From an optimization exercise on the open Yosys and OpenROAD flow, aimed at small area, a short achievable clock period and few clock cycles per item; shortcuts taken in it are not production practice. Where RTL was checked, it was by simulation tests only, not by an equivalence proof against the original. No functional check of the RTL was part of runs 4 and 5. In every run shown here, the design's own scripts or RTL, not TritonCTS, make the clock network. The flow treats the clock pin as an ideal source. Dropping or thinning the clock tree relies on that and would not hold on a real chip. Power figures rest on the tool's default switching activity, not on a simulated workload.

[flow/run.sh]
#!/bin/bash
# Standard ORFS layout with two changes:
#  - port buffers are buf_1 cells (buffer_ports otherwise picks
#    clkdlybuf4s50_1, a slow delay cell);
#  - the clock tree is built by flow/cts.tcl (two buffer levels) instead of
#    TritonCTS (three levels), which lowers the clock latency.
# Each step's full output goes to make_<step>.log here; ORFS's own logs are
# under orfs/logs.
set -euo pipefail
here=$(pwd)
export CTREE_TCL=$here/flow/ctree.tcl
export PULL_TCL=$here/flow/pull.tcl
A=(BUFFER_PORTS_ARGS="-buffer_cell sky130_fd_sc_hd__buf_1")
bash standard.sh "${A[@]}" place > make_place.log 2>&1
bash standard.sh "${A[@]}" run RUN_SCRIPT="$here/flow/cts.tcl" RUN_LOG_NAME_STEM=4_1_cts > make_cts.log 2>&1
bash standard.sh "${A[@]}" finish > make_finish.log 2>&1
[flow/ctree.tcl]
# Custom two-level clock tree: the clock port drives NMID buffers, each of
# which drives NLEAF/NMID leaf buffers; each leaf drives one cluster of
# flip-flops. Clusters come from splitting the sinks into equal-count
# columns by x, then each column into equal-count groups by y.
proc ctree_build {clk_port nmid_x nmid_y nleaf_x nleaf_y mid_cell leaf_cell} {
  set block [ord::get_db_block]
  set net [[$block findBTerm $clk_port] getNet]
  set sinks {}
  foreach it [$net getITerms] {
    set inst [$it getInst]
    set bb [$inst getBBox]
    set x [expr {([$bb xMin] + [$bb xMax]) / 2}]
    set y [expr {([$bb yMin] + [$bb yMax]) / 2}]
    lappend sinks [list $x $y [$inst getName] [[$it getMTerm] getName]]
  }
  set n [llength $sinks]
  puts "ctree: $n sinks"
  # split into nmid_x*nleaf_x columns, then each into nmid_y*nleaf_y rows
  set ncol [expr {$nmid_x * $nleaf_x}]
  set nrow [expr {$nmid_y * $nleaf_y}]
  set byx [lsort -integer -index 0 $sinks]
  set leaves {}
  for {set c 0} {$c < $ncol} {incr c} {
    set lo [expr {($c * $n) / $ncol}]
    set hi [expr {(($c + 1) * $n) / $ncol - 1}]
    set col [lsort -integer -index 1 [lrange $byx $lo $hi]]
    set m [llength $col]
    for {set r 0} {$r < $nrow} {incr r} {
      set lo2 [expr {($r * $m) / $nrow}]
      set hi2 [expr {(($r + 1) * $m) / $nrow - 1}]
      lappend leaves [list $c $r [lrange $col $lo2 $hi2]]
    }
  }
  set site_w 460
  set row_h 2720
  # leaf buffers
  set li 0
  array set mids {}
  foreach lf $leaves {
    lassign $lf c r members
    set sx 0; set sy 0
    foreach s $members { incr sx [lindex $s 0]; incr sy [lindex $s 1] }
    set cx [expr {$sx / [llength $members]}]
    set cy [expr {$sy / [llength $members]}]
    set name "ctree_leaf_$li"
    set nname "ctree_leafnet_$li"
    make_instance $name $leaf_cell
    odb::dbNet_create $block $nname
    foreach s $members {
      set pin "[lindex $s 2]/[lindex $s 3]"
      disconnect_pin $clk_port $pin
      connect_pin $nname $pin
    }
    connect_pin $nname $name/X
    set inst [$block findInst $name]
    $inst setLocation [expr {($cx / $site_w) * $site_w}] [expr {($cy / $row_h) * $row_h}]
    $inst setPlacementStatus PLACED
    [$block findNet $nname] setSigType CLOCK
    set mx [expr {$c / $nleaf_x}]
    set my [expr {$r / $nleaf_y}]
    lappend mids($mx,$my) [list $name $cx $cy]
    incr li
  }
  # mid buffers
  set mi 0
  if {$mid_cell eq "none"} {
    foreach key [lsort [array names mids]] {
      foreach l $mids($key) { connect_pin $clk_port [lindex $l 0]/A }
    }
    $net setSigType CLOCK
    puts "ctree: $li leaf buffers driven by the port"
    return
  }
  foreach key [lsort [array names mids]] {
    set sx 0; set sy 0
    foreach l $mids($key) { incr sx [lindex $l 1]; incr sy [lindex $l 2] }
    set k [llength $mids($key)]
    set cx [expr {$sx / $k}]; set cy [expr {$sy / $k}]
    set name "ctree_mid_$mi"
    set nname "ctree_midnet_$mi"
    make_instance $name $mid_cell
    odb::dbNet_create $block $nname
    foreach l $mids($key) { connect_pin $nname [lindex $l 0]/A }
    connect_pin $nname $name/X
    connect_pin $clk_port $name/A
    set inst [$block findInst $name]
    $inst setLocation [expr {($cx / $site_w) * $site_w}] [expr {($cy / $row_h) * $row_h}]
    $inst setPlacementStatus PLACED
    [$block findNet $nname] setSigType CLOCK
    incr mi
  }
  $net setSigType CLOCK
  puts "ctree: $li leaf buffers, $mi mid buffers"
}
[flow/cts.tcl]
# ORFS's cts.tcl with TritonCTS replaced by a two-level clock tree built by
# ctree.tcl (clock port -> 4 buffers -> 16 leaf buffers -> flip-flops).
# Before that, pull.tcl moves each output port's flip-flop next to the
# port's buffer.
utl::set_metrics_stage "cts__{}"
source $::env(SCRIPTS_DIR)/load.tcl
erase_non_stage_variables cts
load_design 3_place.odb 3_place.sdc

repair_clock_inverters

set_dont_use $::env(DONT_USE_CELLS)

source $::env(CTREE_TCL)
source $::env(PULL_TCL)
pull_output_flops
ctree_build clk 2 2 2 2 sky130_fd_sc_hd__clkbuf_16 sky130_fd_sc_hd__clkbuf_16
set_propagated_clock [all_clocks]

estimate_parasitics -placement

set_placement_padding -global \
  -left $::env(CELL_PAD_IN_SITES_DETAIL_PLACEMENT) \
  -right $::env(CELL_PAD_IN_SITES_DETAIL_PLACEMENT)
detailed_placement
estimate_parasitics -placement

repair_timing_helper
detailed_placement
check_placement -verbose

report_clock_latency
report_metrics 4 "cts final"

orfs_write_db $::env(RESULTS_DIR)/4_1_cts.odb
orfs_write_sdc $::env(RESULTS_DIR)/4_cts.sdc
[flow/pull.tcl]
# Move the flip-flop that drives each output port's buffer next to that
# buffer, so the flip-flop's output wire is short.
proc pull_output_flops {} {
  set block [ord::get_db_block]
  set n 0
  foreach bt [$block getBTerms] {
    if {[$bt getIoType] ne "OUTPUT"} { continue }
    set net [$bt getNet]
    if {$net eq "NULL"} { continue }
    set buf ""
    foreach it [$net getITerms] { if {[$it isOutputSignal]} { set buf [$it getInst] } }
    if {$buf eq ""} { continue }
    set in_net ""
    foreach it [$buf getITerms] { if {[$it isInputSignal]} { set in_net [$it getNet] } }
    if {$in_net eq "" || $in_net eq "NULL"} { continue }
    set drv ""
    foreach it [$in_net getITerms] { if {[$it isOutputSignal]} { set drv [$it getInst] } }
    if {$drv eq ""} { continue }
    if {![[$drv getMaster] isSequential]} { continue }
    if {[llength [$in_net getITerms]] != 2} { continue }
    set loc [$buf getLocation]
    $drv setLocation [lindex $loc 0] [lindex $loc 1]
    incr n
  }
  puts "pull_output_flops: moved $n flip-flops"
}
[standard.sh]
#!/bin/bash
# synth_recipe.tcl (not shown) runs the flow's synth.tcl, then flattens the netlist and writes it again
# the make line also repeats each setting of config.mk as NAME=value (left out here)
make -C /OpenROAD-flow-scripts/flow DESIGN_CONFIG=/design/flow/config.mk WORK_HOME=/design/flow/orfs CLKGATE_MAP_FILE= SYNTH_SCRIPT=/design/flow/synth_recipe.tcl "${@:-finish}"
[config.mk]
export PLATFORM = sky130hd
export DESIGN_NAME = sys
export DESIGN_NICKNAME = sys
export VERILOG_FILES = /design/flow/design.v
export SDC_FILE = /design/flow/constraint.sdc
export NUM_CORES = 4
export LEC_CHECK = 0
export ABC_AREA = 1
export CAP_MARGIN = 20
export CORE_MARGIN = 2
export CORE_UTILIZATION = 65
export PLACE_DENSITY = 0.8
export SETUP_SLACK_MARGIN = 1.75
export SLEW_MARGIN = 20
[constraint.sdc]
create_clock -name core_clock -period 3.2 [get_ports {clk}]
set_input_delay 0.6400 -clock core_clock [delete_from_list [all_inputs] [get_ports {clk}]]
set_output_delay 0.6400 -clock core_clock [all_outputs]
set_load 0.01 [all_outputs]
[design.v]
module sys (
	clk,
	reset,
	addr,
	din,
	dout,
	req,
	wr,
	rdy,
	seed0,
	seed1,
	seed2,
	seed3,
	range
);
input           clk, reset;
input   [63:0]  din;
output  [63:0]  dout;
output  [63:0]  addr;
input   [63:0]  seed0, seed1, seed2, seed3;
output          req;
output          wr;
input           rdy;
input   [63:0]  range;
reg     [63:0]  s0, s1, s2, s3;      
reg             wr_n;                
reg     [3:0]   k_n;                 
reg             rr;                  
reg     [15:0]  h;                   
reg     [18:0]  xc;                  
localparam [15:0] X0 = 16'h0404;
localparam [15:0] X1 = 16'h0808;
localparam [15:0] X2 = 16'h0ef1;
localparam [15:0] X3 = 16'h1010;
localparam [15:0] X4 = 16'h1ae5;
localparam [15:0] X5 = 16'h1de2;
localparam [15:0] X6 = 16'h2020;
localparam [15:0] X7 = 16'h2b2b;
localparam [15:0] X8 = 16'h35ca;
localparam [15:0] X9 = 16'h4040;
localparam [15:0] X10 = 16'h43bc;
localparam [15:0] X11 = 16'h46b9;
localparam [15:0] X12 = 16'h4d4d;
localparam [15:0] X13 = 16'h5353;
localparam [15:0] X14 = 16'h5656;
localparam [15:0] X15 = 16'h5959;
localparam [15:0] X16 = 16'h5ca3;
localparam [15:0] X17 = 16'h728d;
localparam [15:0] X18 = 16'h7887;
reg     [63:0]  addr_r;
reg     [63:0]  dout_r;
reg             req_r;
reg             wr_r;
reg     [6:0]   gq;                  
wire    [63:0]  xpat;
assign xpat[0] = xc[7];
assign xpat[1] = xc[0];
assign xpat[2] = xc[16];
assign xpat[3] = xc[10];
assign xpat[4] = xc[14];
assign xpat[5] = xc[1];
assign xpat[6] = xc[11];
assign xpat[7] = xc[18];
assign xpat[8] = xc[13];
assign xpat[9] = xc[3];
assign xpat[10] = xc[17];
assign xpat[11] = xc[2];
assign xpat[12] = xc[15];
assign xpat[13] = xc[6];
assign xpat[14] = xc[4];
assign xpat[15] = xc[5];
assign xpat[16] = xc[0];
assign xpat[17] = xc[16];
assign xpat[18] = xc[10];
assign xpat[19] = xc[14];
assign xpat[20] = xc[1];
assign xpat[21] = xc[11];
assign xpat[22] = xc[18];
assign xpat[23] = xc[13];
assign xpat[24] = xc[3];
assign xpat[25] = xc[17];
assign xpat[26] = xc[2];
assign xpat[27] = xc[15];
assign xpat[28] = xc[6];
assign xpat[29] = xc[4];
assign xpat[30] = xc[5];
assign xpat[31] = xc[12];
assign xpat[32] = xc[16];
assign xpat[33] = xc[10];
assign xpat[34] = xc[14];
assign xpat[35] = xc[1];
assign xpat[36] = xc[11];
assign xpat[37] = xc[18];
assign xpat[38] = xc[13];
assign xpat[39] = xc[3];
assign xpat[40] = xc[17];
assign xpat[41] = xc[2];
assign xpat[42] = xc[15];
assign xpat[43] = xc[6];
assign xpat[44] = xc[4];
assign xpat[45] = xc[5];
assign xpat[46] = xc[12];
assign xpat[47] = xc[9];
assign xpat[48] = xc[10];
assign xpat[49] = xc[14];
assign xpat[50] = xc[1];
assign xpat[51] = xc[11];
assign xpat[52] = xc[18];
assign xpat[53] = xc[13];
assign xpat[54] = xc[3];
assign xpat[55] = xc[17];
assign xpat[56] = xc[2];
assign xpat[57] = xc[15];
assign xpat[58] = xc[6];
assign xpat[59] = xc[4];
assign xpat[60] = xc[5];
assign xpat[61] = xc[12];
assign xpat[62] = xc[9];
assign xpat[63] = xc[8];
wire    [63:0]  cur;
genvar          i;
integer         c;
generate
	for (i = 0; i < 4; i = i + 1) begin : g_cur
		assign cur[16*i +: 16] =
			(s0[16*i +: 16] & {16{h[4*i]}})   | (s1[16*i +: 16] & {16{h[4*i+1]}}) |
			(s2[16*i +: 16] & {16{h[4*i+2]}}) | (s3[16*i +: 16] & {16{h[4*i+3]}});
	end
endgenerate
wire    [63:0]  carry;
generate
	for (i = 0; i < 64; i = i + 1) begin : g_carry
		if (i < 8)
			assign carry[i] = &{1'b1, din[i - i%8 +: 8] | (8'hff << (i%8))};
		else
			assign carry[i] = &gq[i/8-1:0] & &(din[i - i%8 +: 8] | (8'hff << (i%8)));
	end
	for (i = 0; i < 7; i = i + 1) begin : g_gq
		always @(posedge clk)
			gq[i] <= &din[8*i+7:8*i];
	end
endgenerate
always @(posedge clk) begin
	if (reset) begin
		s0 <= seed0;
		s1 <= seed1;
		s2 <= seed2;
		s3 <= seed3;
	end
	if (reset) begin
		wr_n <= 1'b0;
		k_n  <= 4'd0;
	end
	else if (rdy) begin
		wr_n <= ~wr_n;
		if (!wr_n && h[3])
			k_n <= k_n + 4'd1;
	end
	rr     <= ~reset & rdy & ~wr_n;
	for (c = 0; c < 4; c = c + 1)
		if (reset)
			h[4*c +: 4] <= 4'b0001;
		else if (rr)
			h[4*c +: 4] <= {h[4*c +: 3], h[4*c+3]};
	xc[0] <= X0[k_n];
	xc[1] <= X1[k_n];
	xc[2] <= X2[k_n];
	xc[3] <= X3[k_n];
	xc[4] <= X4[k_n];
	xc[5] <= X5[k_n];
	xc[6] <= X6[k_n];
	xc[7] <= X7[k_n];
	xc[8] <= X8[k_n];
	xc[9] <= X9[k_n];
	xc[10] <= X10[k_n];
	xc[11] <= X11[k_n];
	xc[12] <= X12[k_n];
	xc[13] <= X13[k_n];
	xc[14] <= X14[k_n];
	xc[15] <= X15[k_n];
	xc[16] <= X16[k_n];
	xc[17] <= X17[k_n];
	xc[18] <= X18[k_n];
	req_r  <= ~reset;
	wr_r   <= wr_n;
	addr_r <= (cur ^ xpat) & range;
	dout_r <= din ^ carry;
end
assign req  = req_r;
assign wr   = wr_r;
assign addr = addr_r;
assign dout = dout_r;
endmodule
==> flow_metrics.env, run 1 <==
export IMPL_numPortBuffers=516
export IMPL_cellPowerDensity_nw_per_um2=540
export IMPL_critical_path_top_delay_family="flip-flops"
export IMPL_crit_slowest_cell="sky130_fd_sc_hd__dfxtp_1"
export IMPL_finalHoldViolCount=0
export IMPL_timing_clock_skew_ns=0.0160
export IMPL_dominantRegCellSynth="sky130_fd_sc_hd__edfxtp_1"
export IMPL_first_global_vias=12195
export IMPL_largest_net_degree_at_the_start_of_global_routing=64
export IMPL_chipHeight_um=161
export IMPL_post_route_worst_setup_slack_ns=1.74
export IMPL_drt_iter0_markers=1586
export IMPL_setup_tns_final_ns=0
export IMPL_max_slew_margin_rel=0.541
export IMPL_status="finished clean"
export IMPL_area_sequential_sq_um=11400
export IMPL_fmaxAchievable_mhz=684
export IMPL_category_of_the_worst_setup_path_launch_point="flop"
export IMPL_timing_worst_slew_pin_value_ns=0.687
export IMPL_netlist_instances=1496
export IMPL_irDropWorstVdd_mv=0.509
export IMPL_dr_total_vias=12833
export IMPL_ys_seq_elements=434
export IMPL_clk_pin_slew_ns=0.11
export IMPL_design_final_nets=2409
export IMPL_die_w_um=161
export IMPL_crit_path_end_kind="primary output"
export IMPL_min_period_ns=1.46
export IMPL_global_route_usage_total=0.335
export IMPL_insertion_delay_ns=0.33
export IMPL_drv_max_cap_violation_count=0
export IMPL_row_count=57
export IMPL_critPathKind="reg2out"
export IMPL_synthToLayoutAreaGrowth_pct=21.0
export IMPL_drt_pre_antenna_iters=5
export IMPL_worst_slack_at_placement_ns=1.35
export IMPL_cp_data_arrival_time_ns=0.82
export IMPL_critPathMaxFanout=1
export IMPL_drc=0
export IMPL_synth_area_top_cells="sky130_fd_sc_hd__edfxtp_1 48%, sky130_fd_sc_hd__dfxtp_1 22%, sky130_fd_sc_hd__nand2_1 13%"
export IMPL_post_drt_wl_per_cell_um=19.8
export IMPL_critical_path_n_buffers_inverters=1
export IMPL_synthesis_area_sq_um=16000
export IMPL_cp_cell_sequence="clkbuf_2"
export IMPL_drive_gt1_frac=0.124
export IMPL_detail_route_vias_per_cell=5.48
export IMPL_grt_setup_unrepaired="true"
export IMPL_grt_pass1_wl_um=66000
export IMPL_critical_path_max_stage_delay_ns=0.34
export IMPL_number_of_enable_type_register_cells_in_the_synthesized_netlist=256
export IMPL_report_final_slew_viol_count=0
export IMPL_yosysSeqAreaShare=0.704
export IMPL_core_outline_area_sq_um=24200
export IMPL_detailed_place_hpwl_um=31000
export IMPL_antenna_found_initial=11
export IMPL_initial_core_util=0.659
export IMPL_final_cell_mix="566 x sky130_fd_sc_hd__nand2_1, 388 x sky130_fd_sc_hd__buf_1, 256 x sky130_fd_sc_hd__edfxtp_1"
export IMPL_hold_class="reg2reg"
export IMPL_final_cycle_utilization_of_the_critical_path=0.457
export IMPL_netlist_top_cell_by_area="sky130_fd_sc_hd__edfxtp_1"
export IMPL_syn_num_nets=1902
export IMPL_gp_routability_congestion=0.924
export IMPL_synth_cell_type_count=27
export IMPL_drtAntennaViolNets=0
export IMPL_die_area_sq_um=25900
export IMPL_drt_total_wl_um=46300
export IMPL_critical_path_required_ns=2.56
export IMPL_totalPowerFinal_w=0.0104
export IMPL_io_pins=517
export IMPL_globalRoute_totalOverflow=0
export IMPL_utilization=0.797
export IMPL_timing_final_setup_violations=0
export IMPL_syn_area_per_cell_sq_um=10.7
export IMPL_ys_async_sr_fraction=0
export IMPL_synth_warning_count=1
export IMPL_leak_nw=8.12
export IMPL_multi_input_area_sq_um=4360
export IMPL_fin_hold_ws_ns=0.380
export IMPL_fillers=1478
export IMPL_layout_commonest_cell="sky130_fd_sc_hd__nand2_1"
export IMPL_synthDominantCellAreaShare=0.481
## sequential cells by signal (all words and copies together) (netlist names)
signal and count:
dout_r 64, addr_r 64, gq 7, wr_r 1, k_n 4, req_r 1, s3 64, s1 64
xc 19, h 16, s2 64, rr 1, wr_n 1, s0 64
## where the power goes
part	switching, W	internal, W	total, W
clock	0.00155	0.00114	0.00269
sequential	0.000281	0.00639	0.00667
combinational	0.000624	0.000452	0.00108
total	0.00246	0.00797	0.0104
## through the flow
stage                     std cells  area [sq um]
after floorplan                1496         16000
after global placement         2300         18200
after detailed placement       2300         18200
after global routing           2336         19300
final                          2342         19300
## routing by layer
layer  part of all wire  wire length [um]  vias to the layer above  global-route usage
met4              0.054              2480                        0               0.160
li1                   -                 -                     5985                   -
met1               0.35             16300                     5965               0.397
met2               0.51             23800                      728               0.603
met5                  0                 0                        -                   0
met3              0.081              3770                      155              0.0496
## repair_timing
| action | in CTS | in global routing |
|---|---|---|
| pin swaps | 0 | 1 |
| setup endpoints to repair | 203 | 173 |
| buffers inserted | 0 | 3 |
| gates cloned | 1 | 1 |
| gates resized for setup | 103 | 170 |
| hold buffers | 0 | 0 |
## synthesized netlist by cell type, types with 2 or more instances
master,n
sky130_fd_sc_hd__xor2_1,20
sky130_fd_sc_hd__nor2_1,129
sky130_fd_sc_hd__nand2_4,4
sky130_fd_sc_hd__nor3_1,71
sky130_fd_sc_hd__inv_1,43
sky130_fd_sc_hd__clkbuf_1,4
sky130_fd_sc_hd__a21oi_1,8
sky130_fd_sc_hd__nor2_2,2
sky130_fd_sc_hd__dfxtp_1,178
sky130_fd_sc_hd__clkinv_4,3
sky130_fd_sc_hd__nand2_1,566
sky130_fd_sc_hd__nand4_1,7
sky130_fd_sc_hd__xnor2_1,5
sky130_fd_sc_hd__o21ai_0,99
sky130_fd_sc_hd__nand3b_1,14
sky130_fd_sc_hd__nand3_1,22
sky130_fd_sc_hd__buf_2,36
sky130_fd_sc_hd__nor4_1,2
sky130_fd_sc_hd__ha_1,19
sky130_fd_sc_hd__a31oi_1,2
sky130_fd_sc_hd__edfxtp_1,256
## final timing paths
path                            depth (start not counted)            endpoint  slack, ns          startpoint
worst max-delay path                                    1            dout[37]       1.74  dout_r[37]$_DFF_P_
worst min register to register                          0        wr_r$_DFF_P_       0.38   wr_n$_SDFFE_PP0P_
worst min-delay path                                    0        wr_r$_DFF_P_       0.38   wr_n$_SDFFE_PP0P_
worst max register to register                          6  dout_r[49]$_DFF_P_       1.84       gq[0]$_DFF_P_
## cell families (layout without fill, tap and decap cells)
logic type,Yosys count,in the layout,synth area share
AND/OR/NAND/NOR,822,822,0.209
flip-flops,434,434,0.704
AO/OA/AOI/OAI,110,110,0.0347
buffers and inverters,86,591,0.0240
XOR/XNOR,25,25,0.0137
adder cells (fa/ha/maj),19,19,0.0149
other,0,17,0
## layout make-up
| cell class | count | area share |
|---|---|---|
| Timing Repair Buffer | 524 | 0.128 |
| Antenna cell | 17 | 0.00220 |
| Tap cell | 324 | 0.0210 |
| Multi-Input combinational cell | 976 | 0.225 |
| Timing Repair inverter | 1 | 0.000388 |
| Sequential cell | 434 | 0.587 |
| Inverter | 46 | 0.00990 |
| Buffer | 20 | 0.0259 |
Testbench counts, summed over its fixed seeds: cycles 128,027, items 16,000.
==> run 2, diff against run 1 <==
--- a/config.mk
+++ b/config.mk
@@ -5,10 +5,10 @@
 export SDC_FILE = /design/flow/constraint.sdc
 export NUM_CORES = 4
 export LEC_CHECK = 0
-export ABC_AREA = 1
 export CAP_MARGIN = 20
 export CORE_MARGIN = 2
 export CORE_UTILIZATION = 65
+export GPL_ROUTABILITY_DRIVEN = 0
 export PLACE_DENSITY = 0.8
 export SETUP_SLACK_MARGIN = 1.75
 export SLEW_MARGIN = 20
==> run 2 against run 1 <==
Against the previous run:
- critical path depth unchanged
- fmax grew 0.73%
- clock power is essentially flat
- critical endpoint is now addr[55]
==> flow_metrics.env, run 2 <==
export IMPL_yosysMostFrequentCell="sky130_fd_sc_hd__edfxtp_1"
export IMPL_detailed_place_hpwl_um=31500
export IMPL_grt_setup_unrepaired="true"
export IMPL_hold_class="reg2reg"
export IMPL_global_route_usage_total=0.345
export IMPL_drt_pre_antenna_iters=6
export IMPL_timing_rr_end="xc[4]$_DFF_P_"
export IMPL_drtAntennaViolNets=0
export IMPL_critical_path_max_stage_delay_ns=0.37
export IMPL_totalPowerFinal_w=0.0101
export IMPL_insertion_delay_ns=0.33
export IMPL_synth_cell_type_count=36
export IMPL_rr_worst_depth=5
export IMPL_cp_cell_sequence="buf_6"
export IMPL_dr_total_vias=11425
export IMPL_synth_area_top_cells="sky130_fd_sc_hd__edfxtp_1 49%, sky130_fd_sc_hd__dfxtp_1 23%, sky130_fd_sc_hd__a22o_1 7.2%"
export IMPL_critical_path_n_buffers_inverters=1
export IMPL_leak_nw=7.11
export IMPL_post_drt_wl_per_cell_um=23.9
export IMPL_synthToLayoutAreaGrowth_pct=21.3
export IMPL_first_global_vias=11710
export IMPL_crit_path_end="addr[55]"
export IMPL_min_period_ns=1.45
export IMPL_core_outline_area_sq_um=23500
export IMPL_ys_async_sr_fraction=0
export IMPL_cts_hold_buffers_added=0
export IMPL_layoutNonFillerInstCount=1908
export IMPL_antenna_found_initial=12
export IMPL_crit_path_end_kind="primary output"
export IMPL_synth_common_cells="256 x sky130_fd_sc_hd__edfxtp_1, 178 x sky130_fd_sc_hd__dfxtp_1, 128 x sky130_fd_sc_hd__a22o_1"
export IMPL_syn_area_per_cell_sq_um=14.7
export IMPL_timing_final_setup_violations=0
export IMPL_netlist_instances=1063
export IMPL_timing_worst_slew_pin_value_ns=0.587
export IMPL_dpl_cell_count=1863
export IMPL_die_w_um=159
export IMPL_crit_slowest_cell="sky130_fd_sc_hd__dfxtp_1"
export IMPL_yosysSeqAreaShare=0.720
export IMPL_dominantRegCellSynth="sky130_fd_sc_hd__edfxtp_1"
export IMPL_cellPowerDensity_nw_per_um2=533
export IMPL_max_slew_margin_rel=0.608
export IMPL_globalRoute_totalOverflow=0
export IMPL_row_count=56
export IMPL_critical_path_top_delay_family="flip-flops"
export IMPL_report_final_slew_viol_count=0
export IMPL_drive_gt1_frac=0.151
export IMPL_timing_clock_skew_ns=0.0198
export IMPL_io_pins=517
export IMPL_final_cycle_utilization_of_the_critical_path=0.453
export IMPL_fmaxAchievable_mhz=689
export IMPL_syn_num_nets=1469
export IMPL_drt_total_wl_um=45500
export IMPL_category_of_the_worst_setup_path_launch_point="flop"
export IMPL_final_cell_mix="397 x sky130_fd_sc_hd__buf_1, 256 x sky130_fd_sc_hd__edfxtp_1, 128 x sky130_fd_sc_hd__a22o_1"
export IMPL_critical_path_required_ns=2.56
export IMPL_numPortBuffers=516
export IMPL_utilization=0.805
export IMPL_irDropWorstVdd_mv=0.533
export IMPL_number_of_enable_type_register_cells_in_the_synthesized_netlist=256
export IMPL_startpoint="addr_r[55]$_DFF_P_"
export IMPL_layout_commonest_cell="sky130_fd_sc_hd__buf_1"
export IMPL_cp_data_arrival_time_ns=0.81
export IMPL_status="finished clean"
export IMPL_netlist_top_cell_by_area="sky130_fd_sc_hd__edfxtp_1"
export IMPL_setup_tns_final_ns=0
export IMPL_critPathKind="reg2out"
export IMPL_largest_net_degree_at_the_start_of_global_routing=79
export IMPL_drt_iter0_markers=1298
export IMPL_drc=0
export IMPL_design_final_nets=1982
export IMPL_initial_core_util=0.664
export IMPL_die_area_sq_um=25300
export IMPL_finished_cell_area_sq_um=19000
export IMPL_synthDominantCellAreaShare=0.492
export IMPL_chipHeight_um=159
export IMPL_worstSetupPathDepth=1
export IMPL_detail_route_vias_per_cell=5.99
export IMPL_reg_to_reg_critical_path_startpoint="k_n[0]$_SDFFE_PP0P_"
export IMPL_drv_max_cap_violation_count=0
export IMPL_finalHoldViolCount=0
export IMPL_critPathMaxFanout=1
export IMPL_postPlaceCellArea_sq_um=17900
export IMPL_r2r_setup_slack_ns=1.79
export IMPL_synthesis_area_sq_um=15600
export IMPL_clk_pin_slew_ns=0.10
export IMPL_grt_pass1_wl_um=66700
export IMPL_ys_seq_elements=434
export IMPL_synth_warning_count=1
==> run 2: changes by cell type after synthesis, moves of 16 or more <==
cell                      delta
sky130_fd_sc_hd__mux2i_1    +19
sky130_fd_sc_hd__nor3_1     +16
sky130_fd_sc_hd__and3b_1    +64
sky130_fd_sc_hd__nor2_1    -101
sky130_fd_sc_hd__nand2_1   -546
sky130_fd_sc_hd__a22o_1    +128
sky130_fd_sc_hd__o21ai_0    -30
sky130_fd_sc_hd__inv_1      -23
sky130_fd_sc_hd__xnor2_1    +22
==> run 2: how the worst min path moves through the flow <==
stage | start | endpoint | slack, ns | cells past startpoint
6_report | wr_n$_SDFFE_PP0P_ | wr_r$_DFF_P_ | 0.40 | 0
5_1_grt | wr_n$_SDFFE_PP0P_ | wr_r$_DFF_P_ | 0.42 | 0
4_1_cts | wr_n$_SDFFE_PP0P_ | wr_r$_DFF_P_ | 0.40 | 0
3_5_place_dp | wr_n$_SDFFE_PP0P_ | wr_r$_DFF_P_ | 0.39 | 0
3_3_place_gp | wr_n$_SDFFE_PP0P_ | wr_r$_DFF_P_ | 0.38 | 0
2_1_floorplan | wr_n$_SDFFE_PP0P_ | wr_r$_DFF_P_ | 0.37 | 0
==> run 2: cell families (layout without fill, tap and decap cells) <==
| kind of cell | after synthesis | after routing | share of synthesized area |
|---|---|---|---|
| flip-flops | 434 | 434 | 0.720 |
| AND/OR/NAND/NOR | 258 | 258 | 0.102 |
| AO/OA/AOI/OAI | 210 | 210 | 0.0989 |
| buffers and inverters | 63 | 574 | 0.0186 |
| XOR/XNOR | 60 | 60 | 0.0336 |
| adder cells (fa/ha/maj) | 19 | 19 | 0.0152 |
| multiplexers | 19 | 19 | 0.0122 |
| other | 0 | 15 | 0 |
==> run 2: per-stage QoR <==
step           hold slack, ns  worst slack (ns)
5_1_grt                 0.421              1.71
3_5_place_dp            0.390              1.23
6_report                0.401              1.75
3_3_place_gp            0.381              1.27
2_1_floorplan           0.371              1.75
==> run 2: layout make-up <==
class | instances | area, sq um
Buffer | 20 | 500
Fill cell | 1373 | 4580
Antenna cell | 15 | 37.5
Multi-Input combinational cell | 566 | 4120
Tap cell | 319 | 399
Timing Repair Buffer | 534 | 2480
Inverter | 20 | 75.1
Sequential cell | 434 | 11300
==> run 2: power breakdown <==
part | internal, W | switching [W]
logic | 0.000434 | 0.000461
registers | 0.00634 | 0.000201
clock network | 0.00114 | 0.00154
==> run 2: repair_timing <==
| item | CTS | global route |
|---|---|---|
| buffers inserted | 6 | 4 |
| pin swaps | 1 | 2 |
| endpoints found under the setup margin | 424 | 199 |
| resized for setup | 105 | 145 |
==> run 2: metal layers <==
metal  GRT usage  routed length (um)  up-vias
li1            -                   -     5053
met1       0.405               15800     5422
met2       0.592               22700      755
met3      0.0625                3920      195
met4       0.214                3080        0
met5           0                   0        -
==> run 3, diff against run 2 <==
--- a/config.mk
+++ b/config.mk
@@ -8,7 +8,6 @@
 export CAP_MARGIN = 20
 export CORE_MARGIN = 2
 export CORE_UTILIZATION = 65
-export GPL_ROUTABILITY_DRIVEN = 0
 export PLACE_DENSITY = 0.8
 export SETUP_SLACK_MARGIN = 1.75
 export SLEW_MARGIN = 20
==> run 3 against run 2 <==
Against the previous run:
- largest cell class unchanged
- setup slack stayed put
- sequential share of layout area stayed put
- critical path depth did not move
==> flow_metrics.env, run 3 <==
export IMPL_post_route_worst_setup_slack_ns=1.75
export IMPL_cellPowerDensity_nw_per_um2=533
export IMPL_clk_pin_slew_ns=0.10
export IMPL_syn_num_nets=1469
export IMPL_grt_pass1_wl_um=66700
export IMPL_status="finished clean"
export IMPL_hold_class="reg2reg"
export IMPL_max_slew_margin_rel=0.608
export IMPL_cp_cell_sequence="buf_6"
export IMPL_pwr_share_comb=0.089
export IMPL_postPlaceCellArea_sq_um=17900
export IMPL_dominantRegCellSynth="sky130_fd_sc_hd__edfxtp_1"
export IMPL_critPathKind="reg2out"
export IMPL_grt_setup_unrepaired="true"
export IMPL_report_final_slew_viol_count=0
export IMPL_finalHoldViolCount=0
export IMPL_critical_path_max_stage_delay_ns=0.37
export IMPL_cts_hold_buffers_added=0
export IMPL_seq_power_share=0.647
export IMPL_core_outline_area_sq_um=23500
export IMPL_netlist_top_cell_by_area="sky130_fd_sc_hd__edfxtp_1"
export IMPL_synthesis_area_sq_um=15600
export IMPL_synthDominantCellAreaShare=0.492
export IMPL_drtAntennaViolNets=0
export IMPL_critical_path_top_delay_family="flip-flops"
export IMPL_critPathMaxFanout=1
export IMPL_die_area_sq_um=25300
export IMPL_layout_commonest_cell="sky130_fd_sc_hd__buf_1"
export IMPL_synth_warning_count=1
export IMPL_final_cycle_utilization_of_the_critical_path=0.453
export IMPL_yosysMostFrequentCell="sky130_fd_sc_hd__edfxtp_1"
export IMPL_synth_common_cells="256 x sky130_fd_sc_hd__edfxtp_1, 178 x sky130_fd_sc_hd__dfxtp_1, 128 x sky130_fd_sc_hd__a22o_1"
export IMPL_initial_core_util=0.664
export IMPL_chipHeight_um=159
export IMPL_timing_clock_skew_ns=0.0198
export IMPL_critical_path_required_ns=2.56
export IMPL_gp_routability_congestion=0.925
export IMPL_syn_area_per_cell_sq_um=14.7
export IMPL_row_count=56
export IMPL_insertion_delay_ns=0.33
export IMPL_io_pins=517
export IMPL_switching_share=0.218
export IMPL_global_route_usage_total=0.345
export IMPL_design_final_nets=1982
export IMPL_detailed_place_hpwl_um=31500
export IMPL_critical_path_n_buffers_inverters=1
export IMPL_net_switching_power_w=0.00220
export IMPL_drt_iter0_markers=1298
export IMPL_fmaxAchievable_mhz=689
export IMPL_crit_slowest_cell="sky130_fd_sc_hd__dfxtp_1"
export IMPL_final_cell_mix="397 x sky130_fd_sc_hd__buf_1, 256 x sky130_fd_sc_hd__edfxtp_1, 128 x sky130_fd_sc_hd__a22o_1"
export IMPL_first_global_vias=11710
export IMPL_finished_cell_area_sq_um=19000
export IMPL_drc=0
export IMPL_synth_cell_type_count=36
export IMPL_dr_total_vias=11425
export IMPL_synth_area_top_cells="sky130_fd_sc_hd__edfxtp_1 49%, sky130_fd_sc_hd__dfxtp_1 23%, sky130_fd_sc_hd__a22o_1 7.2%"
export IMPL_p_int_w=0.00791
export IMPL_synthToLayoutAreaGrowth_pct=21.3
export IMPL_globalRoute_totalOverflow=0
export IMPL_drt_total_wl_um=45500
export IMPL_fillers=1373
export IMPL_antenna_found_initial=12
export IMPL_share_clk_of_total_power=0.264
export IMPL_setup_tns_final_ns=0
export IMPL_min_period_ns=1.45
export IMPL_drive_gt1_frac=0.151
export IMPL_leak_nw=7.11
export IMPL_ys_seq_elements=434
export IMPL_die_w_um=159
export IMPL_largest_net_degree_at_the_start_of_global_routing=79
export IMPL_detail_route_vias_per_cell=5.99
export IMPL_fin_hold_ws_ns=0.401
export IMPL_yosysSeqAreaShare=0.720
export IMPL_cp_data_arrival_time_ns=0.81
export IMPL_numPortBuffers=516
export IMPL_utilization=0.805
export IMPL_crit_path_end_kind="primary output"
export IMPL_timing_final_setup_violations=0
export IMPL_drt_pre_antenna_iters=6
export IMPL_netlist_instances=1063
export IMPL_number_of_enable_type_register_cells_in_the_synthesized_netlist=256
export IMPL_post_drt_wl_per_cell_um=23.9
export IMPL_irDropWorstVdd_mv=0.533
export IMPL_ys_async_sr_fraction=0
export IMPL_timing_worst_slew_pin_value_ns=0.587
export IMPL_drv_max_cap_violation_count=0
export IMPL_category_of_the_worst_setup_path_launch_point="flop"
export IMPL_worst_slack_at_placement_ns=1.23
==> run 3: final timing paths <==
path	startpoint	endpoint	slack [ns]	cells past startpoint
min reg2reg	wr_n$_SDFFE_PP0P_	wr_r$_DFF_P_	0.40	0
min	wr_n$_SDFFE_PP0P_	wr_r$_DFF_P_	0.40	0
max reg2reg	k_n[0]$_SDFFE_PP0P_	xc[4]$_DFF_P_	1.79	5
max	addr_r[55]$_DFF_P_	addr[55]	1.75	1
==> run 3: cells by family after synthesis <==
kind of cell	share of synthesized area
fa+ha+maj	0.0152
buf+inv	0.0186
mux	0.0122
flops	0.720
compound gates	0.0989
xor+xnor	0.0336
simple gates	0.102
==> run 3: layout make-up <==
cell class	instances	area, sq um	area share
tap	319	399	0.0210
inverter	20	75.1	0.00396
multi-input combinational	566	4120	0.217
sequential	434	11300	0.598
antenna	15	37.5	0.00198
buffer	20	500	0.0264
timing repair buffer	534	2480	0.131
==> run 3: power by group through the flow <==
stage | Sequential [W] | Combinational (W) | Clock, W
after CTS | 0.00652 | 0.000843 | 0.00268
after floorplan | 0.00661 | 0.000342 | 0
after global routing | 0.00657 | 0.000966 | 0.00285
after global placement | 0.00663 | 0.000761 | 0
final | 0.00654 | 0.000896 | 0.00267
after detailed placement | 0.00665 | 0.000788 | 0
==> run 3: timing repair <==
action                     in CTS  in global routing
setup endpoints to repair     424                199
pin swaps                       1                  2
buffers inserted                6                  4
gates resized for setup       105                145
==> run 3: layer usage <==
metal	track usage	up-vias	part of all wire
met3	0.0625	195	0.086
met5	0	-	0
met4	0.214	0	0.068
met1	0.405	5422	0.35
li1	-	5053	-
met2	0.592	755	0.50
==> run 3: through the flow <==
stage	power [W]	instances
3_5_place_dp	0.00744	1863
2_1_floorplan	0.00695	1063
3_3_place_gp	0.00739	1863
6_report	0.0101	1908
5_1_grt	0.0104	1903
==> run 4, diff against run 3 <==
--- a/design.v
+++ b/design.v
@@ -51,7 +51,6 @@
 reg     [63:0]  dout_r;
 reg             req_r;
 reg             wr_r;
-reg     [6:0]   gq;                  
 wire    [63:0]  xpat;
 assign xpat[0] = xc[7];
 assign xpat[1] = xc[0];
@@ -130,14 +129,10 @@
 wire    [63:0]  carry;
 generate
 	for (i = 0; i < 64; i = i + 1) begin : g_carry
-		if (i < 8)
-			assign carry[i] = &{1'b1, din[i - i%8 +: 8] | (8'hff << (i%8))};
+		if (i == 0)
+			assign carry[i] = 1'b1;
 		else
-			assign carry[i] = &gq[i/8-1:0] & &(din[i - i%8 +: 8] | (8'hff << (i%8)));
-	end
-	for (i = 0; i < 7; i = i + 1) begin : g_gq
-		always @(posedge clk)
-			gq[i] <= &din[8*i+7:8*i];
+			assign carry[i] = &din[i-1:0];
 	end
 endgenerate
 always @(posedge clk) begin
==> run 4 against run 3 <==
Against the previous run:
- combinational power rose by 29%
- via count rose by 1.6%
- routed wire length rose by 14%
- synthesized cell count fell by 5.2%
- register-to-register slack got worse by 0.04 ns
- utilization rose by 5.9 points
- sequential power fell by 1%
- critical path depth rose by 7
- first-iteration DRC count rose by 6.9%
- critical endpoint is now dout_r[38]$_DFF_P_
- highest routed layer is now met5
==> flow_metrics.env, run 4 <==
export IMPL_status="finished clean"
export IMPL_critical_path_max_stage_delay_ns=0.37
export IMPL_crit_path_end_kind="flop"
export IMPL_drive_gt1_frac=0.283
export IMPL_syn_num_nets=1409
export IMPL_clk_pin_slew_ns=0.11
export IMPL_cts_hold_buffers_added=0
export IMPL_row_count=56
export IMPL_grt_setup_unrepaired="true"
export IMPL_number_of_enable_type_register_cells_in_the_synthesized_netlist=256
export IMPL_drt_iter0_markers=1388
export IMPL_chipHeight_um=158
export IMPL_area_sequential_sq_um=11200
export IMPL_critPathMaxFanout=5
export IMPL_largest_net_degree_at_the_start_of_global_routing=82
export IMPL_design_final_nets=1954
export IMPL_detailed_place_hpwl_um=30700
export IMPL_syn_area_per_cell_sq_um=15.2
export IMPL_fmaxAchievable_mhz=498
export IMPL_netlist_top_cell_by_area="sky130_fd_sc_hd__edfxtp_1"
export IMPL_antenna_found_initial=16
export IMPL_cp_common_cell="sky130_fd_sc_hd__nand4_1"
export IMPL_fillers=1013
export IMPL_synth_area_top_cells="sky130_fd_sc_hd__edfxtp_1 50%, sky130_fd_sc_hd__dfxtp_1 22%, sky130_fd_sc_hd__xnor2_1 5.9%"
export IMPL_post_drt_wl_per_cell_um=27.3
export IMPL_drv_max_cap_violation_count=0
export IMPL_insertion_delay_ns=0.34
export IMPL_die_w_um=158
export IMPL_synthesis_area_sq_um=15300
export IMPL_final_cell_mix="349 x sky130_fd_sc_hd__buf_1, 256 x sky130_fd_sc_hd__edfxtp_1, 91 x sky130_fd_sc_hd__xnor2_1"
export IMPL_report_final_slew_viol_count=0
export IMPL_yosysMostFrequentCell="sky130_fd_sc_hd__edfxtp_1"
export IMPL_initial_core_util=0.657
export IMPL_synth_cell_type_count=38
export IMPL_synthDominantCellAreaShare=0.502
export IMPL_globalRoute_totalOverflow=0
export IMPL_leak_nw=7.58
export IMPL_dominantRegCellSynth="sky130_fd_sc_hd__edfxtp_1"
export IMPL_synth_warning_count=1
export IMPL_timing_final_setup_violations=0
export IMPL_cellPowerDensity_nw_per_um2=513
export IMPL_synth_common_cells="256 x sky130_fd_sc_hd__edfxtp_1, 171 x sky130_fd_sc_hd__dfxtp_1, 103 x sky130_fd_sc_hd__xnor2_1"
export IMPL_drtAntennaViolNets=0
export IMPL_cp_data_arrival_time_ns=2.21
export IMPL_irDropWorstVdd_mv=0.435
export IMPL_global_route_usage_total=0.352
export IMPL_timing_worst_slew_pin_value_ns=0.567
export IMPL_yosysSeqAreaShare=0.725
export IMPL_synthToLayoutAreaGrowth_pct=31.6
export IMPL_hold_class="reg2reg"
export IMPL_crit_slowest_cell="sky130_fd_sc_hd__xnor2_1"
export IMPL_max_slew_margin_rel=0.622
export IMPL_drt_total_wl_um=51700
export IMPL_final_cycle_utilization_of_the_critical_path=0.628
export IMPL_io_pins=517
export IMPL_ys_async_sr_fraction=0
export IMPL_detail_route_vias_per_cell=6.14
export IMPL_cp_cell_sequence="buf_8, nand4_1, nor4_4, buf_4, nand3_4, clkinv_4, nand4_1, xnor2_1"
export IMPL_multi_input_area_sq_um=4630
export IMPL_postPlaceCellArea_sq_um=17700
export IMPL_netlist_instances=1008
export IMPL_dr_total_vias=11611
export IMPL_critical_path_top_delay_family="simple AND/OR/NAND/NOR gates"
export IMPL_grt_pass1_wl_um=64300
export IMPL_critical_path_required_ns=3.41
export IMPL_category_of_the_worst_setup_path_launch_point="input port"
export IMPL_finalHoldViolCount=0
export IMPL_ys_seq_elements=427
export IMPL_numPortBuffers=516
export IMPL_first_global_vias=11173
export IMPL_min_period_ns=2.01
export IMPL_timing_clock_skew_ns=0.0200
export IMPL_die_area_sq_um=24800
export IMPL_drt_pre_antenna_iters=5
export IMPL_critical_path_n_buffers_inverters=3
export IMPL_setup_tns_final_ns=0
export IMPL_drc=0
export IMPL_gp_routability_congestion=0.879
export IMPL_core_outline_area_sq_um=23300
export IMPL_finished_cell_area_sq_um=20200
export IMPL_layout_commonest_cell="sky130_fd_sc_hd__buf_1"
export IMPL_critPathKind="in2reg"
==> run 4: area by class of cell <==
class / instances / share of cell area
multi-input combinational: 512 / 0.230
inverter: 13 / 0.00310
buffer: 20 / 0.0248
timing repair inverter: 1 / 0.000807
tap: 319 / 0.0198
timing repair buffer: 578 / 0.162
antenna: 21 / 0.00261
sequential: 427 / 0.558
==> run 4: logic make-up (layout without fill, tap and decap cells) <==
group	Yosys count	after routing	share of synthesized area
xor gates and xnor gates	131	131	0.0749
adders and majority gates	14	14	0.0114
other	0	21	0
buffers and inverters	70	612	0.0178
AOI/OAI and AO/OA	142	142	0.0785
muxes	20	20	0.0131
and+or+nand+nor	204	205	0.0791
DFF	427	427	0.725
==> run 4: worst register-to-register path, delay by kind of cell, from the launching register on <==
kind,cells,cell delay (ns)
simple gates,1,0.21
xor+xnor,1,0.18
buf+inv,1,0.14
flops,1,0.36
compound gates,2,0.51
==> run 4: layer usage <==
layer / wire [um] / part of all wire / vias to the layer above / GRT usage
li1: - / - / 4832 / -
met1: 16300 / 0.32 / 5562 / 0.392
met2: 25700 / 0.50 / 902 / 0.622
met3: 5380 / 0.10 / 305 / 0.0834
met4: 4170 / 0.081 / 10 / 0.194
met5: 149 / 0.0029 / - / 0
==> run 4: repair_timing <==
item / CTS / global route
resized for setup: 262 / 244
pin swaps: 53 / 48
buffers inserted: 34 / 19
hold endpoints to repair: 0 / 0
cloned: 2 / 1
endpoints found under the setup margin: 292 / 344
==> run 4: where the power goes <==
part	internal, W	switching, W	leakage, nW
sequential	0.00626	0.000211	3.95
combinational	0.000588	0.000573	3.39
clock	0.00114	0.00157	0.247
==> run 4: final timing paths <==
check / to / cells past startpoint / from / slack (ns)
worst max-delay path: dout_r[38]$_DFF_P_ / 8 / din[18] / 1.19
worst min-delay path: wr_r$_DFF_P_ / 0 / wr_n$_SDFFE_PP0P_ / 0.41
worst max register to register: addr_r[27]$_DFF_P_ / 5 / h[4]$_SDFFE_PP1P_ / 1.75
worst min register to register: wr_r$_DFF_P_ / 0 / wr_n$_SDFFE_PP0P_ / 0.41
==> run 4: per-stage QoR <==
| stage | instances | util | total power (W) | hold WS [ns] | setup slack (ns) |
|---|---|---|---|---|---|
| final | 1891 | 0.864 | 0.0103 | 0.408 | 1.19 |
| after floorplan | 1008 | - | 0.00695 | 0.372 | 1.28 |
| after global placement | 1794 | 0.757 | 0.00741 | 0.386 | 0.778 |
| after detailed placement | 1794 | 0.757 | 0.00746 | 0.391 | 0.726 |
| after global routing | 1884 | 0.864 | 0.0106 | 0.422 | 1.16 |
==> run 5, diff against run 4 <==
--- a/design.v
+++ b/design.v
@@ -26,7 +26,7 @@
 reg             wr_n;                
 reg     [3:0]   k_n;                 
 reg             rr;                  
-reg     [15:0]  h;                   
+reg     [7:0]   h;                   
 reg     [18:0]  xc;                  
 localparam [15:0] X0 = 16'h0404;
 localparam [15:0] X1 = 16'h0808;
@@ -51,6 +51,7 @@
 reg     [63:0]  dout_r;
 reg             req_r;
 reg             wr_r;
+reg     [6:0]   gq;                  
 wire    [63:0]  xpat;
 assign xpat[0] = xc[7];
 assign xpat[1] = xc[0];
@@ -120,19 +121,23 @@
 genvar          i;
 integer         c;
 generate
-	for (i = 0; i < 4; i = i + 1) begin : g_cur
-		assign cur[16*i +: 16] =
-			(s0[16*i +: 16] & {16{h[4*i]}})   | (s1[16*i +: 16] & {16{h[4*i+1]}}) |
-			(s2[16*i +: 16] & {16{h[4*i+2]}}) | (s3[16*i +: 16] & {16{h[4*i+3]}});
+	for (i = 0; i < 2; i = i + 1) begin : g_cur
+		assign cur[32*i +: 32] =
+			(s0[32*i +: 32] & {32{h[4*i]}})   | (s1[32*i +: 32] & {32{h[4*i+1]}}) |
+			(s2[32*i +: 32] & {32{h[4*i+2]}}) | (s3[32*i +: 32] & {32{h[4*i+3]}});
 	end
 endgenerate
 wire    [63:0]  carry;
 generate
 	for (i = 0; i < 64; i = i + 1) begin : g_carry
-		if (i == 0)
-			assign carry[i] = 1'b1;
+		if (i < 8)
+			assign carry[i] = &{1'b1, din[i - i%8 +: 8] | (8'hff << (i%8))};
 		else
-			assign carry[i] = &din[i-1:0];
+			assign carry[i] = &gq[i/8-1:0] & &(din[i - i%8 +: 8] | (8'hff << (i%8)));
+	end
+	for (i = 0; i < 7; i = i + 1) begin : g_gq
+		always @(posedge clk)
+			gq[i] <= &din[8*i+7:8*i];
 	end
 endgenerate
 always @(posedge clk) begin
@@ -152,7 +157,7 @@
 			k_n <= k_n + 4'd1;
 	end
 	rr     <= ~reset & rdy & ~wr_n;
-	for (c = 0; c < 4; c = c + 1)
+	for (c = 0; c < 2; c = c + 1)
 		if (reset)
 			h[4*c +: 4] <= 4'b0001;
 		else if (rr)
==> run 5 against run 4 <==
Against the previous run:
- highest routed layer unchanged
- fmax up 38%
- setup slack improved by 0.56 ns
- register-to-register slack is essentially flat
==> flow_metrics.env, run 5 <==
export IMPL_status="finished clean"
export IMPL_utilization=0.813
export IMPL_global_route_usage_total=0.331
export IMPL_antenna_found_initial=7
export IMPL_rr_worst_depth=5
export IMPL_die_area_sq_um=25100
export IMPL_dr_total_vias=10334
export IMPL_globalRoute_totalOverflow=0
export IMPL_largest_net_degree_at_the_start_of_global_routing=53
export IMPL_drt_total_wl_um=44300
export IMPL_drtAntennaViolNets=0
export IMPL_netlist_instances=955
export IMPL_setup_tns_final_ns=0
export IMPL_drc=0
export IMPL_ys_seq_elements=426
export IMPL_layout_commonest_cell="sky130_fd_sc_hd__buf_1"
export IMPL_timing_worst_slew_pin_value_ns=0.584
export IMPL_leak_nw=7.06
export IMPL_category_of_the_worst_setup_path_launch_point="flop"
export IMPL_core_outline_area_sq_um=23400
export IMPL_cp_cell_sequence="buf_4"
export IMPL_r2r_setup_slack_ns=1.75
export IMPL_cp_data_arrival_time_ns=0.81
export IMPL_reg_to_reg_critical_path_startpoint="h[0]$_SDFFE_PP1P_"
export IMPL_ys_async_sr_fraction=0
export IMPL_totalPowerFinal_w=0.0102
export IMPL_final_cell_mix="386 x sky130_fd_sc_hd__buf_1, 256 x sky130_fd_sc_hd__edfxtp_1, 108 x sky130_fd_sc_hd__dfxtp_1"
export IMPL_hold_class="reg2reg"
export IMPL_post_drt_wl_per_cell_um=24.6
export IMPL_row_count=56
export IMPL_grt_setup_unrepaired="true"
export IMPL_timing_rr_end="addr_r[29]$_DFF_P_"
export IMPL_crit_path_end_kind="primary output"
export IMPL_drv_max_cap_violation_count=0
export IMPL_die_w_um=158
export IMPL_numPortBuffers=516
export IMPL_finalHoldViolCount=0
export IMPL_chipHeight_um=158
export IMPL_detailed_place_hpwl_um=30800
export IMPL_synth_cell_type_count=35
export IMPL_cellPowerDensity_nw_per_um2=535
export IMPL_gp_routability_congestion=0.835
export IMPL_detail_route_vias_per_cell=5.73
export IMPL_whs_endpoint="wr_r$_DFF_P_"
export IMPL_dominantRegCellSynth="sky130_fd_sc_hd__edfxtp_1"
export IMPL_number_of_enable_type_register_cells_in_the_synthesized_netlist=256
export IMPL_synthDominantCellAreaShare=0.497
export IMPL_yosysMostFrequentCell="sky130_fd_sc_hd__edfxtp_1"
export IMPL_synth_area_top_cells="sky130_fd_sc_hd__edfxtp_1 50%, sky130_fd_sc_hd__dfxtp_1 22%, sky130_fd_sc_hd__a221oi_2 6.2%"
export IMPL_critical_path_max_stage_delay_ns=0.34
export IMPL_first_global_vias=10332
export IMPL_syn_area_per_cell_sq_um=16.2
export IMPL_synthesis_area_sq_um=15500
export IMPL_yosysSeqAreaShare=0.716
export IMPL_drt_pre_antenna_iters=5
export IMPL_critical_path_n_buffers_inverters=1
export IMPL_insertion_delay_ns=0.33
export IMPL_netlist_top_cell_by_area="sky130_fd_sc_hd__edfxtp_1"
export IMPL_clk_pin_slew_ns=0.10
export IMPL_synthToLayoutAreaGrowth_pct=22.8
export IMPL_drt_iter0_markers=680
export IMPL_cts_hold_buffers_added=0
export IMPL_irDropWorstVdd_mv=0.416
export IMPL_timing_clock_skew_ns=0.0159
export IMPL_finished_cell_area_sq_um=19000
export IMPL_io_pins=517
export IMPL_syn_num_nets=1359
export IMPL_initial_core_util=0.662
export IMPL_critPathKind="reg2out"
export IMPL_crit_slowest_cell="sky130_fd_sc_hd__dfxtp_2"
export IMPL_critical_path_top_delay_family="flip-flops"
export IMPL_grt_pass1_wl_um=60600
export IMPL_postPlaceCellArea_sq_um=17700
export IMPL_min_period_ns=1.45
export IMPL_fmaxAchievable_mhz=688
export IMPL_synth_warning_count=1
export IMPL_final_cycle_utilization_of_the_critical_path=0.454
export IMPL_max_slew_margin_rel=0.610
export IMPL_critPathMaxFanout=1
export IMPL_worstHoldStart="wr_n$_SDFFE_PP0P_"
export IMPL_min_path_cells=0
export IMPL_critical_path_required_ns=2.56
export IMPL_drive_gt1_frac=0.221
export IMPL_design_final_nets=1883
export IMPL_timing_final_setup_violations=0
export IMPL_synth_common_cells="256 x sky130_fd_sc_hd__edfxtp_1, 170 x sky130_fd_sc_hd__dfxtp_1, 105 x sky130_fd_sc_hd__xnor2_1"
export IMPL_report_final_slew_viol_count=0
-- run 5: cells by family after synthesis --
logic type / after synthesis / synth area share
buffers and inverters: 63 / 0.0244
flip-flops: 426 / 0.716
AO/OA/AOI/OAI: 138 / 0.102
AND/OR/NAND/NOR: 172 / 0.0638
multiplexers: 11 / 0.00711
XOR/XNOR: 128 / 0.0724
adder cells (fa/ha/maj): 17 / 0.0137
-- run 5: stage by stage --
stage	setup WS [ns]	instances	hold WS, ns
detailed placement	1.18	1753	0.387
floorplan	1.77	955	0.372
global placement	1.22	1753	0.385
global route	1.70	1799	0.417
finish	1.75	1805	0.406
-- run 5: final cells by class --
| type | instances | area (sq um) |
|---|---|---|
| antenna | 9 | 22.5 |
| buffer | 20 | 500 |
| fill | 1332 | 4380 |
| inverter | 10 | 37.5 |
| multi-input combinational | 466 | 4050 |
| sequential | 426 | 11200 |
| tap | 319 | 399 |
| timing repair buffer | 555 | 2820 |
-- run 5: what timing repair did --
action / in CTS / in global routing
resized for setup: 92 / 174
setup endpoints to repair: 379 / 142
pin swaps: 0 / 6
gates cloned: 0 / 1
setup buffers: 17 / 5
-- run 5: where the power goes --
group	total, W	internal (W)	leakage (nW)	switching [W]
Combinational	0.00113	0.000578	2.88	0.000556
Clock	0.00263	0.00113	0.247	0.00150
Sequential	0.00642	0.00624	3.94	0.000182
Total	0.0102	0.00795	7.06	0.00223
-- run 5: how the worst max path moves through the flow --
| stage | endpoint | slack [ns] | cells after the start | startpoint |
|---|---|---|---|---|
| 2_1_floorplan | gq[0]$_DFF_P_ | 1.77 | 4 | din[0] |
| 3_3_place_gp | s0[51]$_DFFE_PP_ | 1.22 | 2 | reset |
| 3_5_place_dp | s2[19]$_DFFE_PP_ | 1.18 | 2 | reset |
| 4_1_cts | addr[40] | 1.75 | 1 | addr_r[40]$_DFF_P_ |
| 5_1_grt | xc[11]$_DFF_P_ | 1.70 | 5 | k_n[1]$_SDFFE_PP0P_ |
| 6_report | addr[6] | 1.75 | 1 | addr_r[6]$_DFF_P_ |
-- run 5: metal layers --
metal / global-route usage / up-vias / routed length [um]
met4: 0.110 / 6 / 1700
met2: 0.606 / 580 / 23600
met1: 0.388 / 5047 / 15000
li1: - / 4585 / -
met3: 0.0708 / 116 / 4010
met5: 0 / - / 43
==> run 6, diff against run 5 <==
--- a/design.v
+++ b/design.v
@@ -26,7 +26,7 @@
 reg             wr_n;                
 reg     [3:0]   k_n;                 
 reg             rr;                  
-reg     [7:0]   h;                   
+reg     [15:0]  h;                   
 reg     [18:0]  xc;                  
 localparam [15:0] X0 = 16'h0404;
 localparam [15:0] X1 = 16'h0808;
@@ -121,10 +121,10 @@
 genvar          i;
 integer         c;
 generate
-	for (i = 0; i < 2; i = i + 1) begin : g_cur
-		assign cur[32*i +: 32] =
-			(s0[32*i +: 32] & {32{h[4*i]}})   | (s1[32*i +: 32] & {32{h[4*i+1]}}) |
-			(s2[32*i +: 32] & {32{h[4*i+2]}}) | (s3[32*i +: 32] & {32{h[4*i+3]}});
+	for (i = 0; i < 4; i = i + 1) begin : g_cur
+		assign cur[16*i +: 16] =
+			(s0[16*i +: 16] & {16{h[4*i]}})   | (s1[16*i +: 16] & {16{h[4*i+1]}}) |
+			(s2[16*i +: 16] & {16{h[4*i+2]}}) | (s3[16*i +: 16] & {16{h[4*i+3]}});
 	end
 endgenerate
 wire    [63:0]  carry;
@@ -157,7 +157,7 @@
 			k_n <= k_n + 4'd1;
 	end
 	rr     <= ~reset & rdy & ~wr_n;
-	for (c = 0; c < 2; c = c + 1)
+	for (c = 0; c < 4; c = c + 1)
 		if (reset)
 			h[4*c +: 4] <= 4'b0001;
 		else if (rr)
--- a/flow/run.sh
+++ b/flow/run.sh
@@ -3,7 +3,8 @@
 #  - port buffers are buf_1 cells (buffer_ports otherwise picks
 #    clkdlybuf4s50_1, a slow delay cell);
 #  - the clock tree is built by flow/cts.tcl (two buffer levels) instead of
-#    TritonCTS (three levels), which lowers the clock latency.
+#    TritonCTS (three levels of buffers): two levels of clock inverters,
+#    which lowers the clock latency.
 # Each step's full output goes to make_<step>.log here; ORFS's own logs are
 # under orfs/logs.
 set -euo pipefail
--- a/flow/ctree.tcl
+++ b/flow/ctree.tcl
@@ -2,8 +2,18 @@
 # which drives NLEAF/NMID leaf buffers; each leaf drives one cluster of
 # flip-flops. Clusters come from splitting the sinks into equal-count
 # columns by x, then each column into equal-count groups by y.
+proc ctree_outpin {cell} {
+  set m [[ord::get_db] findMaster $cell]
+  foreach mt [$m getMTerms] {
+    if {[$mt getIoType] eq "OUTPUT"} { return [$mt getName] }
+  }
+  error "no output pin on $cell"
+}
+
 proc ctree_build {clk_port nmid_x nmid_y nleaf_x nleaf_y mid_cell leaf_cell} {
   set block [ord::get_db_block]
+  set leaf_out [ctree_outpin $leaf_cell]
+  if {$mid_cell ne "none"} { set mid_out [ctree_outpin $mid_cell] }
   set net [[$block findBTerm $clk_port] getNet]
   set sinks {}
   foreach it [$net getITerms] {
@@ -51,7 +61,7 @@
       disconnect_pin $clk_port $pin
       connect_pin $nname $pin
     }
-    connect_pin $nname $name/X
+    connect_pin $nname $name/$leaf_out
     set inst [$block findInst $name]
     $inst setLocation [expr {($cx / $site_w) * $site_w}] [expr {($cy / $row_h) * $row_h}]
     $inst setPlacementStatus PLACED
@@ -81,7 +91,7 @@
     make_instance $name $mid_cell
     odb::dbNet_create $block $nname
     foreach l $mids($key) { connect_pin $nname [lindex $l 0]/A }
-    connect_pin $nname $name/X
+    connect_pin $nname $name/$mid_out
     connect_pin $clk_port $name/A
     set inst [$block findInst $name]
     $inst setLocation [expr {($cx / $site_w) * $site_w}] [expr {($cy / $row_h) * $row_h}]
--- a/flow/cts.tcl
+++ b/flow/cts.tcl
@@ -1,5 +1,5 @@
 # ORFS's cts.tcl with TritonCTS replaced by a two-level clock tree built by
-# ctree.tcl (clock port -> 4 buffers -> 16 leaf buffers -> flip-flops).
+# ctree.tcl (clock port -> 4 inverters -> 16 leaf inverters -> flip-flops).
 # Before that, pull.tcl moves each output port's flip-flop next to the
 # port's buffer.
 utl::set_metrics_stage "cts__{}"
@@ -14,7 +14,7 @@
 source $::env(CTREE_TCL)
 source $::env(PULL_TCL)
 pull_output_flops
-ctree_build clk 2 2 2 2 sky130_fd_sc_hd__clkbuf_16 sky130_fd_sc_hd__clkbuf_16
+ctree_build clk 2 2 2 2 sky130_fd_sc_hd__clkinv_16 sky130_fd_sc_hd__clkinv_16
 set_propagated_clock [all_clocks]
 
 estimate_parasitics -placement
--- a/config.mk
+++ b/config.mk
@@ -9,5 +9,5 @@
 export CORE_MARGIN = 2
 export CORE_UTILIZATION = 65
 export PLACE_DENSITY = 0.8
-export SETUP_SLACK_MARGIN = 1.75
+export SETUP_SLACK_MARGIN = 1.9
 export SLEW_MARGIN = 20
==> run 6 against run 5 <==
Against the previous run:
- first-iteration DRC count increased by 130%
- still clean on timing, DRC and antenna
- critical path depth is 3 higher
- critical endpoint is now gq[4]$_DFF_P_
- power rose by 0.59%
- sequential power is 3% higher
- setup slack worse by 0.14 ns
- clock power fell by 3%
- largest cell class unchanged
- synthesized area grew 0.97%
==> flow_metrics.env, run 6 <==
export IMPL_final_cell_mix="360 x sky130_fd_sc_hd__buf_1, 256 x sky130_fd_sc_hd__edfxtp_1, 128 x sky130_fd_sc_hd__a22o_1"
export IMPL_layoutNonFillerInstCount=1939
export IMPL_gp_routability_congestion=0.907
export IMPL_drv_max_cap_violation_count=0
export IMPL_largest_family_of_logic_cells_by_synthesized_area="simple AND/OR/NAND/NOR gates"
export IMPL_irDropWorstVdd_mv=0.429
export IMPL_critPathMaxFanout=4
export IMPL_synth_common_cells="256 x sky130_fd_sc_hd__edfxtp_1, 178 x sky130_fd_sc_hd__dfxtp_1, 128 x sky130_fd_sc_hd__a22o_1"
export IMPL_yosys_area_share_adder=0.0152
export IMPL_drc=0
export IMPL_globalRoute_totalOverflow=0
export IMPL_hold_class="reg2reg"
export IMPL_grt_setup_unrepaired="true"
export IMPL_die_area_sq_um=25300
export IMPL_dr_total_vias=12319
export IMPL_timing_worst_slew_pin_value_ns=0.548
export IMPL_die_w_um=159
export IMPL_largest_net_degree_at_the_start_of_global_routing=50
export IMPL_dominantRegCellSynth="sky130_fd_sc_hd__edfxtp_1"
export IMPL_ys_async_sr_fraction=0
export IMPL_synth_area_top_cells="sky130_fd_sc_hd__edfxtp_1 49%, sky130_fd_sc_hd__dfxtp_1 23%, sky130_fd_sc_hd__a22o_1 7.2%"
export IMPL_cts_hold_buffers_added=0
export IMPL_netlist_instances=1063
export IMPL_ys_seq_elements=434
export IMPL_initial_core_util=0.664
export IMPL_max_slew_margin_rel=0.634
export IMPL_synth_warning_count=1
export IMPL_clk_pin_slew_ns=0.07
export IMPL_min_path_cells=0
export IMPL_yosysMostFrequentCell="sky130_fd_sc_hd__edfxtp_1"
export IMPL_detail_route_vias_per_cell=6.35
export IMPL_chipHeight_um=159
export IMPL_design_final_nets=2011
export IMPL_post_route_worst_setup_slack_ns=1.61
export IMPL_drive_gt1_frac=0.246
export IMPL_fmaxAchievable_mhz=630
export IMPL_row_count=56
export IMPL_drt_iter0_markers=1574
export IMPL_number_of_enable_type_register_cells_in_the_synthesized_netlist=256
export IMPL_status="finished clean"
export IMPL_dpl_cell_count=1865
export IMPL_synth_compound_gate_area_share=0.0989
export IMPL_critical_path_required_ns=3.25
export IMPL_synthSimpleGateAreaFrac=0.102
export IMPL_post_drt_wl_per_cell_um=28.8
export IMPL_crit_path_end_kind="flop"
export IMPL_report_final_slew_viol_count=0
export IMPL_timing_clock_skew_ns=0.0199
export IMPL_grt_pass1_wl_um=69100
export IMPL_yosys_mux_area_fraction=0.0122
export IMPL_finalHoldViolCount=0
export IMPL_worst_slack_at_placement_ns=1.24
export IMPL_antenna_found_initial=19
export IMPL_setup_tns_final_ns=0
export IMPL_cellPowerDensity_nw_per_um2=503
export IMPL_yosysSeqAreaShare=0.720
export IMPL_timing_final_setup_violations=0
export IMPL_utilization=0.865
export IMPL_leak_nw=7.64
export IMPL_synth_cell_type_count=36
export IMPL_drtAntennaViolNets=0
export IMPL_layout_commonest_cell="sky130_fd_sc_hd__buf_1"
export IMPL_first_global_vias=11548
export IMPL_min_period_ns=1.59
export IMPL_io_pins=517
export IMPL_synthDominantCellAreaShare=0.492
export IMPL_netlist_top_cell_by_area="sky130_fd_sc_hd__edfxtp_1"
export IMPL_synthToLayoutAreaGrowth_pct=30.3
export IMPL_final_cycle_utilization_of_the_critical_path=0.496
export IMPL_category_of_the_worst_setup_path_launch_point="input port"
export IMPL_core_outline_area_sq_um=23500
export IMPL_rr_worst_depth=3
export IMPL_fillers=1058
export IMPL_fin_hold_ws_ns=0.386
export IMPL_numPortBuffers=516
export IMPL_drt_total_wl_um=55900
export IMPL_global_route_usage_total=0.361
export IMPL_synthXorXnorAreaFrac=0.0336
export IMPL_synthesis_area_sq_um=15600
export IMPL_syn_area_per_cell_sq_um=14.7
export IMPL_syn_num_nets=1469
export IMPL_detailed_place_hpwl_um=31800
export IMPL_drt_pre_antenna_iters=7
export IMPL_cp_data_arrival_time_ns=1.64
export IMPL_insertion_delay_ns=0.22
export IMPL_critPathKind="in2reg"
## run 6: worst max-delay path, cell delays in order
cell	delay, ns
sky130_fd_sc_hd__buf_8	0.09
sky130_fd_sc_hd__nand4_1	0.24
sky130_fd_sc_hd__buf_4	0.24
sky130_fd_sc_hd__nor3_1	0.43
## run 6: final timing paths
path,startpoint,endpoint,slack [ns]
max,din[32],gq[4]$_DFF_P_,1.61
min reg2reg,wr_n$_SDFFE_PP0P_,wr_r$_DFF_P_,0.39
min,wr_n$_SDFFE_PP0P_,wr_r$_DFF_P_,0.39
max reg2reg,s0[34]$_DFFE_PP_,addr_r[34]$_DFF_P_,1.69
## run 6: logic make-up (layout without fill, tap and decap cells)
logic type,after synthesis,in the layout
AO/OA/AOI/OAI,210,210
XOR/XNOR,60,60
adder cells (fa/ha/maj),19,19
buffers and inverters,63,603
flip-flops,434,434
multiplexers,19,19
other,0,17
AND/OR/NAND/NOR,258,258
## run 6: final cells by class
type,count,area (sq um),area share
sequential,434,11500,0.562
timing repair buffer,563,3410,0.168
antenna,17,42.5,0.00209
tap,319,399,0.0196
multi-input combinational,566,4380,0.215
inverter,40,683,0.0335
## run 6: metal layers
metal,wire length (um),share of wire,GRT usage
met3,6440,0.12,0.0784
met1,17200,0.31,0.429
met5,106,0.0019,0
met2,27500,0.49,0.633
met4,4580,0.082,0.168
## run 6: metrics by stage
| stage | total power, W | instance area, sq um |
|---|---|---|
| after floorplan | 0.00696 | 15700 |
| after global placement | 0.00740 | 17900 |
| after detailed placement | 0.00745 | 17900 |
| after global routing | 0.0105 | 20400 |
| final | 0.0102 | 20400 |
## run 6: power breakdown
part           switching (W)  internal [W]  leakage, nW
Sequential          0.000244       0.00635         4.01
Clock                0.00208      0.000480        0.228
Combinational       0.000533      0.000559         3.40
## run 6: repair_timing
item                       4_1_cts  5_1_grt
pin swaps                       10       24
cloned                           2        0
resized for setup              270      254
setup endpoints to repair      513      262
buffers inserted                16       19
Testbench counts of run 6, summed over its fixed seeds: cycles 128,027, items 16,000.

==> port drivers added, routing unchanged <==
The results above use ideal ports. As a check the final layouts listed here were re-extracted and re-timed, cells and wires unchanged. Step 1, drivers: a clkbuf_16 drives clk and a buf_2 each remaining input, both assumed. Step 2 moves the port delays by t, midway between the first and last clock arrival at a register: inputs arrive t later, outputs are due t later. That takes back most of the time a late clock gives input paths. Three values: ideal, step 1, step 2; two values: the first two.
| run | shift t [ns] | setup slack, ns | worst hold slack (ns) | worst register clock-pin slew, ns |
|---|---|---|---|---|
| run 1 | 0.438 | 1.739 / 1.628 / 1.391 | 0.380 / 0.380 / 0.380 | 0.11 / 0.11 |
| run 2 | 0.431 | 1.749 / 1.642 / 1.428 | 0.401 / 0.386 / 0.401 | 0.11 / 0.11 |
| run 3 | 0.431 | 1.749 / 1.642 / 1.428 | 0.401 / 0.386 / 0.401 | 0.11 / 0.11 |
| run 4 | 0.438 | 1.191 / 1.224 / 0.786 | 0.408 / 0.381 / 0.408 | 0.11 / 0.11 |
| run 5 | 0.427 | 1.747 / 1.640 / 1.438 | 0.406 / 0.393 / 0.406 | 0.11 / 0.11 |
| run 6 | 0.453 | 1.612 / 1.585 / 1.183 | 0.386 / 0.372 / 0.386 | 0.08 / 0.08 |
After both steps setup and hold are still met in every run listed. The setup slack of run 6, which loses most, moves by -0.027 ns with the drivers and by -0.429 ns with both steps.
